Source: an optimization exercise on an open RTL-to-GDS flow (aim: a short achievable clock period and few clock cycles). Production flows keep margins and buffers that such runs may drop. In this exercise RTL edits were held to simulation tests only and were not proved equivalent to the original.

`design/flow/constraint.sdc`:
```
create_clock -name core_clock -period 11.0 [get_ports {clk}]
set_input_delay 2.2000 -clock core_clock [delete_from_list [all_inputs] [get_ports {clk}]]
set_output_delay 2.2000 -clock core_clock [all_outputs]
set_load 0.01 [all_outputs]
```
`design/flow/run.sh`:
```
#!/bin/bash
# synth_recipe.tcl (not shown) runs the flow's synth.tcl, then flattens the netlist and writes it again
# the make line also repeats each setting of config.mk as NAME=value (left out here)
make -C /OpenROAD-flow-scripts/flow DESIGN_CONFIG=/design/flow/config.mk WORK_HOME=/design/flow/orfs CLKGATE_MAP_FILE= SYNTH_SCRIPT=/design/flow/synth_recipe.tcl finish
```
`design/flow/design.v`:
```
module veda_cpu (
    input             clk,
    input             rst,
    output     [7:0]  imem_addr,
    input      [31:0] imem_rdata,
    output            dmem_we,
    output     [7:0]  dmem_addr,
    output     [31:0] dmem_wdata,
    input      [31:0] dmem_rdata,
    output            halted
);
localparam S_FETCH = 2'd0, S_EXEC = 2'd1, S_LOAD = 2'd2, S_HALT = 2'd3;
reg [1:0]  state;
reg [7:0]  pc;
reg [31:0] registers32 [0:31];
wire [31:0] instruction = imem_rdata;
wire [5:0]  op    = instruction[31:26];
wire [5:0]  funct = instruction[5:0];
wire [4:0]  rs    = instruction[25:21];
wire [4:0]  rt    = instruction[20:16];
wire [4:0]  rd    = instruction[15:11];
wire [4:0]  shamt = instruction[10:6];
wire [15:0] imm   = instruction[15:0];
wire [31:0] a   = registers32[rs];
wire [31:0] b   = registers32[rt];
wire [31:0] t4  = registers32[12];
wire [7:0]  pc1 = pc + 8'd1;
wire [31:0] link = {24'd0, pc} + 32'd1;
wire        lt  = $signed(a) <  $signed(b);
wire        le  = $signed(a) <= $signed(b);
assign imem_addr  = pc;
assign dmem_we    = (state == S_EXEC) && (op == 6'b101011);
assign dmem_addr  = (op == 6'b101011) ? (imm[7:0] + a[7:0]) : (imm[7:0] + t4[7:0]);
assign dmem_wdata = b;
assign halted     = (state == S_HALT);
integer i;
always @(posedge clk) begin
    if (rst) begin
        state <= S_FETCH;
        pc    <= 8'd11;
        for (i = 0; i < 32; i = i + 1)
            registers32[i] <= 32'd0;
    end else begin
        case (state)
        S_FETCH: state <= S_EXEC;
        S_EXEC: begin
            state <= S_FETCH;
            case (op)
            6'b000000: begin
                case (funct)
                6'b100000, 6'b100001: begin registers32[rd] <= a + b; pc <= pc1; end  
                6'b100010, 6'b100011: begin registers32[rd] <= a - b; pc <= pc1; end  
                6'b100100: begin registers32[rd] <= a & b; pc <= pc1; end             
                6'b100101: begin registers32[rd] <= a | b; pc <= pc1; end             
                6'b000000: begin registers32[rd] <= b << shamt; pc <= pc1; end        
                6'b000010: begin registers32[rd] <= b >> shamt; pc <= pc1; end        
                6'b001000: begin                                                       
                    registers32[31] <= link;
                    pc <= pc1 + ((rs == 5'd31) ? link[7:0] : a[7:0]);
                end
                6'b101010: begin registers32[rd] <= {31'd0, lt}; pc <= pc1; end       
                default: ;
                endcase
            end
            6'b001000: begin registers32[rt] <= a + {16'd0, imm}; pc <= pc1; end      
            6'b001001: begin registers32[rt] <= a - {16'd0, imm}; pc <= pc1; end      
            6'b001100: begin registers32[rt] <= a & {16'd0, imm}; pc <= pc1; end      
            6'b001101: begin registers32[rt] <= a | {16'd0, imm}; pc <= pc1; end      
            6'b100011: state <= S_LOAD;                                                
            6'b101011: pc <= pc1;                                                      
            6'b000100: pc <= (a == b) ? pc1 + imm[7:0] : pc1;                          
            6'b000101: pc <= (a != b) ? pc1 + imm[7:0] : pc1;                          
            6'b000111: pc <= lt ? pc1 + imm[7:0] : pc1;                                
            6'b000001: pc <= le ? pc1 + imm[7:0] : pc1;                                
            6'b000110: pc <= le ? pc1 + imm[7:0] : pc1;                                
            6'b000010: pc <= instruction[7:0];                                         
            6'b000011: begin registers32[31] <= link; pc <= pc1 + instruction[7:0]; end  
            6'b001010: begin registers32[rd] <= {31'd0, lt}; pc <= pc1; end           
            6'b111111: state <= S_HALT;                                                
            default: ;
            endcase
        end
        S_LOAD: begin
            registers32[rt] <= dmem_rdata;
            pc <= pc1;
            state <= S_FETCH;
        end
        default: ;
        endcase
    end
end
endmodule
```
`design/flow/config.mk`:
```
export PLATFORM = sky130hd
export DESIGN_NAME = veda_cpu
export DESIGN_NICKNAME = veda_cpu
export VERILOG_FILES = /design/flow/design.v
export SDC_FILE = /design/flow/constraint.sdc
export NUM_CORES = 4
export LEC_CHECK = 0
export CAP_MARGIN = 20
export CORE_MARGIN = 2
export CORE_UTILIZATION = 40
export SLEW_MARGIN = 20
```
==> results.toml <==
[synth]
synth_fa_ha_area_share_pct = 3.312
postSynthRegisterBits = 1034
syn-mean-instance-area_um2 = 11.13
async_flop_share_pct = 0
library_cell_occupying_the_most_area_in_the_post_synthesis_netlist = "edfxtp_1"
synth_top_flop_cell = "edfxtp_1"
edff_count_synth = 1024
post_synth_and_or_nand_nor_area_fraction_pct = 12.68
post_synth_main_area_contributors = "edfxtp_1, mux4_2, mux2i_1"
post_synth_num_cell_types = 104
synth-xor-area-share_pct = 1.158
synth_warnings = 1
synth_sequential_area_ratio_pct = 45.97
synth.net_count = 6283
dominant_combinational_cell_family_by_area_after_synthesis = "multiplexers"
yosys-mux-area-fraction_pct = 20.32
synthesized_cell_area_um2 = 67320
synth_compound_gate_area_share_pct = 11.84
synthDominantCellAreaShare_pct = 45.68
syn-instance-count = 6048

[floorplanning]
core_region_area_um2 = 167200
num_rows = 150
die_y_um = 414.2
pin_count = 116
floorplan.die_area_um2 = 171600
die_w_um = 414.2
start_util_pct = 40.26

[routing]
drt_iter0_markers = 11139
postRouteWirelength_mm = 329.5
detail_route.drc_violations = 0
num_vias = 58527
first_pass_iters = 9
route.detailed.wl_per_inst_um = 39.72
drtAntennaViolNets = 0
routed_via_density = 7.056

[cts]
cts_buffer_depth = 3
cts_buffers = 108
clock_tree.root_cell = "clkbuf_16"
post_cts.resized_instances = 0
clk_pin_slew_ps = 70
cts_post_setup_buffers_inserted = 0
clock_sinks = 1034
cts_hold_repair.buffers = 0
insertion_delay_ps = 800
tritoncts_clock_tree = "built"
htree_levels = 3

[critical_path]
path_max_fanout = 20
wp_buf_inv = 4
crit_path_cell_trace = "clkdlybuf4s50_1 -> nand4bb_1 -> buf_4 -> buf_4 -> o22ai_1 -> nor4_1 -> nand3_1 -> inv_1 -> ha_1 -> nor4_1 -> nand2_1 -> a21oi_1 -> nor4_1 -> o41ai_1 -> o21ai_1 -> o21ai_0 -> nand2_1 -> a222oi_1 -> o21ai_0 -> a211o_1"
worstSetupStartpointType = "input port"
worstSetupPathType = "in2reg"
arrival_ps = 10820
critical_path.slowest_cell = "clkdlybuf4s50_1"
cp_data_required_time_ps = 11690
path_delay_family = "simple AND/OR/NAND/NOR gates"
timing.critical_path.to_type = "flop"
cpPeakStageDelay_ps = 1050
timing.critical_path.mode_cell = "nor4_1"

[run]
drv_cap = 0

[placed_design]
place.gp.congestion = 1.062
hpwl_dp_mm = 214.4
port_buffer_cells = 115

[power]
powerDensity_nw_per_um2 = 160.4
irDropWorstVdd_uv = 141.4
power.static_leakage_nw = 27.69
total_power_mw = 12.00

[cells_and_area]
post_route_cells_drive_above_1_share_pct = 16.25
final_nets = 6228
layout-area-overhead-vs-synth_pct = 11.13
n_fill_cell = 15327
final_util_pct = 44.74

[sta]
achievable_frequency_mhz = 98.75
min_tclk_post_route_ps = 10130
worst_pin_slew_ps = 1269
clock_skews_ps = 66.19
timing.max_slew.rel_slack_pct = 15.06
period_share_pct = 92.06
setup_total_negative_slack_ps = 0
grt_setup_unrepaired = "false"
slew_violations = 0
final_number_of_setup_violating_endpoints = 0
final-hold-violation-count = 0

[global_routing]
globalRouteOverflowTotal = 0
first_global_vias = 55616
track_usage_pct = 37.35
grt_antenna_before_repair = 27
first_pass_grt_wire_length_mm = 449.6
grt_max_degree = 87

[status]
status = "timing/DRC/antenna clean"

[min_path]
min_delay_path_class = "reg2reg"
sequential cells by signal, indices dropped and copies added (netlist names):
signal and cells:
state 2, pc 8, registers32 1024
placed cells by master, fill, tap and decap left out, types with 15 or more instances in the layout:
cell type / n
buf_4: 262
clkdlybuf4s50_1: 102
o21bai_1: 19
mux4_2: 369
nor3_1: 78
nor2b_1: 58
mux2_2: 29
a31oi_1: 44
nand2_1: 281
clkinv_1: 24
nand4_1: 24
nand2_2: 32
nor2_1: 1117
edfxtp_1: 1024
o22ai_1: 90
clkbuf_16: 108
or3_1: 21
nand2b_1: 30
nor4_1: 30
inv_1: 124
a22oi_1: 165
ha_1: 163
a221oi_1: 18
a21oi_1: 328
nand3_1: 118
and3_1: 32
o211ai_1: 39
o21a_1: 24
o31ai_1: 36
clkbuf_1: 24
a211oi_1: 36
o21ai_0: 177
xor2_1: 23
a21o_1: 32
or2_2: 15
mux2i_1: 502
xnor2_1: 66
nand2b_2: 31
synth_stat cells (all sizes together) (11+ instances only):
library cell,count
nand2b,62
nor2,1133
mux4,369
or3,21
ha,163
o21a,24
inv,129
nand2,313
o211ai,39
xor2,23
o31ai,37
a2111oi,13
a31oi,48
nor4,34
nor3,80
and2,15
clkbuf,320
or2,16
xnor2,66
edfxtp,1024
o311ai,13
o21ai,183
nand3,122
a21o,32
o22ai,90
nand4,24
a221oi,24
a22o,12
mux2,30
a21oi,331
buf,236
mux2i,502
a311oi,13
and3,32
a22oi,166
o21bai,19
o221ai,11
nor2b,62
a211oi,38
layer usage:
layer  global-route usage, %  routed length [um]  vias to the layer above
met5                       0                 127                        -
met4                   27.09               28180                       18
met3                   10.67               44140                     1389
met2                   56.67              144600                     5325
met1                   45.57              112500                    29009
li1                        -                   -                    22786
cells by family after synthesis:
logic type,Yosys count
xor+xnor,89
buf+inv,687
simple gates,1955
flops,1034
compound gates,1206
fa+ha+maj,176
mux,901
worst paths after layout:
check	start	end	slack, ps	depth (start not counted)
setup / recovery	imem_rdata[19]	pc[3]	870	20
hold / removal	state[0]	state[0]	550	2
setup reg to reg	registers32[29][26]	pc[3]	3570	17
hold reg to reg	state[0]	state[0]	550	2
report_power, final:
group	internal (mW)	switching, mW
registers	4.46	0.0861
logic	1.09	2.54
clock network	2.14	1.68
total	7.69	4.31
per-stage QoR:
stage	worst slack (ps)	hold WS (ps)	std cells	cell area (um2)
finish	873.9	554.3	8295	74810
global route	1021	587.1	8288	74800
CTS	1434	549.7	8282	74740
detailed placement	611.2	541.8	8085	71150
global placement	635.9	529.5	8085	71150
floorplan	2319	501.9	6048	67320
worst min-delay path: stages (launching register included):
cell and delay, ps:
dfxtp_1 350, inv_1 90, a211oi_1 70
layout make-up:
class                   count  area (um2)  share of cell area [%]
flip-flops and latches   1034       30950                   41.37
clock buffers             132        2793                   3.733
diodes                     11       27.53                 0.03679
inverters                 131       496.7                  0.6640
well taps                2204        2758                   3.686
clock inverters            65       790.8                   1.057
repair buffers            391        3383                   4.522
multi-input cells        4327       33610                   44.93
Testbench counts, summed over its fixed seeds: cycles 113,339.

[what the ideal ports hide]
No port has a modelled driver above. Below, the same layout with a new extraction and two added sets of constraints.
Step 1: set_driving_cell puts a clkbuf_16 on clk and a buf_2 on each other input, an assumption about the parent block.
Step 2, shift: input delay + t, output delay - t, t = (earliest + latest rising clock arrival at the registers) / 2. This alone moves slack from input paths to output paths.
Slacks: ideal ports / drivers / drivers and shift; pairs: ideal ports / drivers.
t (ns): 0.849
slack for setup (ns): 0.874 / 0.774 / -0.075
worst setup path after step 2: input to register
cell pins on the clock port's net: 1
Met with ideal ports but missed after step 2: setup timing in this run. The setup slack of this run moves by -0.100 ns with the drivers and by -0.949 ns with both steps.
